Context: an optimization exercise on an open-source flow, tuned for small area. The choices shown serve that exercise and are no tape-out recipe.
Only simulation tests tie the RTL to the original design; equivalence was not proved.
No activity file was given, so power comes from the tool's default toggle rates.

==> inputs of delta <==
==> flow/design.v (excerpt) <==
module cf_hdmi (
  hdmi_clk,
  rst,
  hdmi_vsync,
  hdmi_hsync,
  hdmi_data_e,
  hdmi_data,
  hdmi_fs_toggle,
  hdmi_raddr_g,
  hdmi_tpm_oos,
  mem_raddr,
  mem_rdata,
  vdma_fs_ret_toggle,
  vdma_fs_waddr,
  up_enable,
  up_tpg_enable,
  up_csc_bypass,
  up_hs_width,
  up_hs_count,
  up_hs_de_min,
  up_hs_de_max,
  up_vs_width,
  up_vs_count,
  up_vs_de_min,
  up_vs_de_max,
  up_cp_en,
  up_cp);
clock: 5.0 ns
lec_check: 0
abc_area: 1
cap_margin: 20
core_margin: 2
core_utilization: 40
place_density: 0.6
slew_margin: 20
standard.sh (not shown) runs the stock make flow with config.mk's settings and CLKGATE_MAP_FILE= SYNTH_SCRIPT=/design/flow/synth_recipe.tcl, a recipe that flattens the netlist after the stock synthesis.
==> flow/flow/run.sh <==
#!/bin/bash
# Own layout flow: the standard synthesis; an inverter polarity clean-up
# of its netlist around the full and half adders (flow/polopt.py); an
# area-oriented re-mapping of the other gates with ABC (flow/remap.ys,
# flip-flops and adders kept with their names and cells); then the standard flow's
# standard layout with the port buffers made from the smallest buffer cell
# and a clock tree with larger sink clusters and no dummy loads. Each step's
# full output goes to its own log file in the work folder.
set -euo pipefail
R=orfs/results/sky130hd/cf_hdmi/base
YOSYS=${YOSYS_EXE:-$FLOW_HOME/../tools/install/yosys/bin/yosys}
LIB=$FLOW_HOME/platforms/sky130hd/lib/sky130_fd_sc_hd__tt_025C_1v80.lib
bash standard.sh synth > flow_synth.log 2>&1
cp $R/1_2_yosys.v flow_1_2_yosys_standard.v
python3 flow/polopt.py flow_1_2_yosys_standard.v flow_1_2_yosys_pol.v > flow_polopt.log 2>&1
sed "s#LIBFILE#$LIB#g" flow/remap.ys > flow_remap.ys
$YOSYS -s flow_remap.ys > flow_remap.log 2>&1
python3 flow/fixnet.py flow_remap_all.v $R/1_2_yosys.v > flow_fixnet.log 2>&1
rm -f $R/1_synth.odb $R/1_synth.sdc
bash standard.sh synth > flow_synth_odb.log 2>&1
bash standard.sh "BUFFER_PORTS_ARGS=-buffer_cell sky130_fd_sc_hd__buf_1" \
  "CTS_ARGS=-sink_clustering_enable -repair_clock_nets -dont_use_dummy_load -sink_clustering_size 9 -sink_clustering_max_diameter 45 -buf_list sky130_fd_sc_hd__clkbuf_4" \
  finish > flow_layout.log 2>&1
==> flow/flow/abc_area_map.script <==
strash
dch -f
amap -F 2 -A 4
topo
==> flow/flow/remap.ys <==
# Re-map the netlist's gates other than flip-flops, full and half adders for
# area (ABC's amap); those cells are kept as they are, with their names, and
# so are the gates of the colour conversion (the input cone of csc_4), whose
# timing is tight.
read_liberty -ignore_miss_func LIBFILE
read_verilog flow_1_2_yosys_pol.v
hierarchy -top cf_hdmi
setattr -mod -set keep_hierarchy 1 sky130_fd_sc_hd__fa_1 sky130_fd_sc_hd__ha_1 sky130_fd_sc_hd__dfxtp_1 sky130_fd_sc_hd__edfxtp_1
select -set ffcsc c:csc_4*
select -set cone @ffcsc %ci1 %ci*:-sky130_fd_sc_hd__dfxtp_1,sky130_fd_sc_hd__edfxtp_1 @ffcsc %d
setattr -set keep_hierarchy 1 @cone
select -clear
flatten
opt_clean -purge
abc -liberty LIBFILE -dont_use sky130_fd_sc_hd__lpflow_bleeder_1 -dont_use sky130_fd_sc_hd__lpflow_clkbufkapwr_1 -dont_use sky130_fd_sc_hd__lpflow_clkbufkapwr_16 -dont_use sky130_fd_sc_hd__lpflow_clkbufkapwr_2 -dont_use sky130_fd_sc_hd__lpflow_clkbufkapwr_4 -dont_use sky130_fd_sc_hd__lpflow_clkbufkapwr_8 -dont_use sky130_fd_sc_hd__lpflow_clkinvkapwr_1 -dont_use sky130_fd_sc_hd__lpflow_clkinvkapwr_16 -dont_use sky130_fd_sc_hd__lpflow_clkinvkapwr_2 -dont_use sky130_fd_sc_hd__lpflow_clkinvkapwr_4 -dont_use sky130_fd_sc_hd__lpflow_clkinvkapwr_8 -dont_use sky130_fd_sc_hd__lpflow_decapkapwr_12 -dont_use sky130_fd_sc_hd__lpflow_decapkapwr_3 -dont_use sky130_fd_sc_hd__lpflow_decapkapwr_4 -dont_use sky130_fd_sc_hd__lpflow_decapkapwr_6 -dont_use sky130_fd_sc_hd__lpflow_decapkapwr_8 -dont_use sky130_fd_sc_hd__lpflow_inputiso0n_1 -dont_use sky130_fd_sc_hd__lpflow_inputiso0p_1 -dont_use sky130_fd_sc_hd__lpflow_inputiso1n_1 -dont_use sky130_fd_sc_hd__lpflow_inputiso1p_1 -dont_use sky130_fd_sc_hd__lpflow_inputisolatch_1 -dont_use sky130_fd_sc_hd__lpflow_isobufsrc_1 -dont_use sky130_fd_sc_hd__lpflow_isobufsrc_16 -dont_use sky130_fd_sc_hd__lpflow_isobufsrc_2 -dont_use sky130_fd_sc_hd__lpflow_isobufsrc_4 -dont_use sky130_fd_sc_hd__lpflow_isobufsrc_8 -dont_use sky130_fd_sc_hd__lpflow_isobufsrckapwr_16 -dont_use sky130_fd_sc_hd__lpflow_lsbuf_lh_hl_isowell_tap_1 -dont_use sky130_fd_sc_hd__lpflow_lsbuf_lh_hl_isowell_tap_2 -dont_use sky130_fd_sc_hd__lpflow_lsbuf_lh_hl_isowell_tap_4 -dont_use sky130_fd_sc_hd__lpflow_lsbuf_lh_isowell_4 -dont_use sky130_fd_sc_hd__lpflow_lsbuf_lh_isowell_tap_1 -dont_use sky130_fd_sc_hd__lpflow_lsbuf_lh_isowell_tap_2 -dont_use sky130_fd_sc_hd__lpflow_lsbuf_lh_isowell_tap_4 -dont_use sky130_fd_sc_hd__probe_p_8 -dont_use sky130_fd_sc_hd__probec_p_8  -script flow/abc_area_map.script -D 5000
opt_clean -purge
splitnets
opt_clean -purge
write_verilog -noattr -noexpr -selected flow_remap_all.v
Other scripts of this flow, unchanged in this note and not shown: flow/flow/fixnet.py, flow/flow/polopt.py
==> inputs of zinc, as changes to delta <==
--- a/flow/flow/run.sh
+++ b/flow/flow/run.sh
@@ -19,5 +19,5 @@
 rm -f $R/1_synth.odb $R/1_synth.sdc
 bash standard.sh synth > flow_synth_odb.log 2>&1
 bash standard.sh "BUFFER_PORTS_ARGS=-buffer_cell sky130_fd_sc_hd__buf_1" \
-  "CTS_ARGS=-sink_clustering_enable -repair_clock_nets -dont_use_dummy_load -sink_clustering_size 9 -sink_clustering_max_diameter 45 -buf_list sky130_fd_sc_hd__clkbuf_4" \
+  "CTS_ARGS=-sink_clustering_enable -repair_clock_nets -dont_use_dummy_load -sink_clustering_size 12 -sink_clustering_max_diameter 50 -buf_list sky130_fd_sc_hd__clkbuf_4" \
   finish > flow_layout.log 2>&1
==> flow/flow/abc_area_map.script (replaced) <==
strash
dch
amap
topo
stime -c
Settings changed: ABC_AREA 1 to unset.
==> inputs of violet, as changes to delta <==
==> flow/flow/abc_area_map.script (replaced) <==
strash
dch
amap
topo
stime -c
==> flow/flow/remap.ys (replaced) <==
# Re-map the netlist's gates other than flip-flops, full and half adders for
# area (ABC's amap); those cells are kept as they are, with their names.
read_liberty -ignore_miss_func LIBFILE
read_verilog flow_1_2_yosys_pol.v
hierarchy -top cf_hdmi
setattr -mod -set keep_hierarchy 1 sky130_fd_sc_hd__fa_1 sky130_fd_sc_hd__ha_1 sky130_fd_sc_hd__dfxtp_1 sky130_fd_sc_hd__edfxtp_1
flatten
opt_clean -purge
abc -liberty LIBFILE -dont_use sky130_fd_sc_hd__lpflow_bleeder_1 -dont_use sky130_fd_sc_hd__lpflow_clkbufkapwr_1 -dont_use sky130_fd_sc_hd__lpflow_clkbufkapwr_16 -dont_use sky130_fd_sc_hd__lpflow_clkbufkapwr_2 -dont_use sky130_fd_sc_hd__lpflow_clkbufkapwr_4 -dont_use sky130_fd_sc_hd__lpflow_clkbufkapwr_8 -dont_use sky130_fd_sc_hd__lpflow_clkinvkapwr_1 -dont_use sky130_fd_sc_hd__lpflow_clkinvkapwr_16 -dont_use sky130_fd_sc_hd__lpflow_clkinvkapwr_2 -dont_use sky130_fd_sc_hd__lpflow_clkinvkapwr_4 -dont_use sky130_fd_sc_hd__lpflow_clkinvkapwr_8 -dont_use sky130_fd_sc_hd__lpflow_decapkapwr_12 -dont_use sky130_fd_sc_hd__lpflow_decapkapwr_3 -dont_use sky130_fd_sc_hd__lpflow_decapkapwr_4 -dont_use sky130_fd_sc_hd__lpflow_decapkapwr_6 -dont_use sky130_fd_sc_hd__lpflow_decapkapwr_8 -dont_use sky130_fd_sc_hd__lpflow_inputiso0n_1 -dont_use sky130_fd_sc_hd__lpflow_inputiso0p_1 -dont_use sky130_fd_sc_hd__lpflow_inputiso1n_1 -dont_use sky130_fd_sc_hd__lpflow_inputiso1p_1 -dont_use sky130_fd_sc_hd__lpflow_inputisolatch_1 -dont_use sky130_fd_sc_hd__lpflow_isobufsrc_1 -dont_use sky130_fd_sc_hd__lpflow_isobufsrc_16 -dont_use sky130_fd_sc_hd__lpflow_isobufsrc_2 -dont_use sky130_fd_sc_hd__lpflow_isobufsrc_4 -dont_use sky130_fd_sc_hd__lpflow_isobufsrc_8 -dont_use sky130_fd_sc_hd__lpflow_isobufsrckapwr_16 -dont_use sky130_fd_sc_hd__lpflow_lsbuf_lh_hl_isowell_tap_1 -dont_use sky130_fd_sc_hd__lpflow_lsbuf_lh_hl_isowell_tap_2 -dont_use sky130_fd_sc_hd__lpflow_lsbuf_lh_hl_isowell_tap_4 -dont_use sky130_fd_sc_hd__lpflow_lsbuf_lh_isowell_4 -dont_use sky130_fd_sc_hd__lpflow_lsbuf_lh_isowell_tap_1 -dont_use sky130_fd_sc_hd__lpflow_lsbuf_lh_isowell_tap_2 -dont_use sky130_fd_sc_hd__lpflow_lsbuf_lh_isowell_tap_4 -dont_use sky130_fd_sc_hd__probe_p_8 -dont_use sky130_fd_sc_hd__probec_p_8  -script flow/abc_area_map.script -D 5000
opt_clean -purge
splitnets
opt_clean -purge
write_verilog -noattr -noexpr -selected flow_remap_all.v
Settings changed: ABC_AREA 1 to unset.
==> inputs of juniper, as changes to delta <==
==> flow/flow/abc_area_map.script (replaced) <==
strash
dch
amap
topo
stime -c
Settings changed: ABC_AREA 1 to unset.
==> comparison <==
delta completed without violations. juniper finished with timing, DRC and antenna clean. zinc completed without violations. violet finished with negative setup slack left. Clock skew: zinc > juniper > violet > delta. Via count: delta < zinc < juniper < violet. Against delta, the non-clock buffer count of violet is higher by 69. Against violet, the final cell count of juniper is lower by about 1%. Critical path depth, highest first: violet, delta, zinc, juniper.
==> figures <==
Outcome: zinc timing/DRC/antenna clean; violet complete, but fails checks; juniper timing/DRC/antenna clean; delta timing/DRC/antenna clean
Violated checks: zinc -; violet negative setup slack; juniper -; delta -
Peak supply drop: zinc 0.2802 mV; violet 0.2164 mV; juniper 0.2870 mV; delta 0.2710 mV
Setup repair after global routing missed its margin: zinc -; violet true; juniper -; delta false
Switching power: zinc 3.529 mW; violet 3.679 mW; juniper 3.575 mW; delta 3.472 mW
Detail Route met2 WL: zinc 31.16 mm; violet 29.10 mm; juniper 31.07 mm; delta 27.37 mm
Worst hold-check slack: zinc 0.2021 ns; violet 0.1933 ns; juniper 0.2026 ns; delta 0.2653 ns
Average via count per standard cell: zinc 5.138; violet 5.134; juniper 5.129; delta 5.106
Setup Viol. Count Final: zinc 0; violet 2; juniper 0; delta 0
Final standard cell area without fillers: zinc 0.02812 mm2; violet 0.02862 mm2; juniper 0.02824 mm2; delta 0.02762 mm2
Arr. time, crit path: zinc 5.42 ns; violet 5.79 ns; juniper 5.37 ns; delta 5.19 ns
Total chip power: zinc 11.66 mW; violet 12.37 mW; juniper 11.86 mW; delta 11.60 mW

## afterwards: timing with drivers on the ports
No port has a modelled driver above. Below, the same layouts with a new extraction and two added sets of constraints. Step 1 assumes that a clkbuf_16 drives the clock port and a buf_2 every other input. Step 2 also shifts input and output timing later by t, the mid clock arrival at the registers, as if the neighbouring blocks saw the same clock. a / b / c = ideal ports / drivers / drivers and shift; a / b = the first two.
run	t, ns	setup WS [ns]	hold WS [ns]	worst register clock-pin slew, ns
delta	0.855	0.552 / 0.552 / 0.552	0.265 / 0.243 / 0.282	0.10 / 0.10
zinc	0.847	0.391 / 0.391 / 0.391	0.202 / 0.193 / 0.272	0.12 / 0.12
violet	0.881	-0.055 / -0.055 / -0.055	0.193 / 0.185 / 0.235	0.10 / 0.10
juniper	0.873	0.386 / 0.386 / 0.386	0.203 / 0.176 / 0.273	0.10 / 0.10
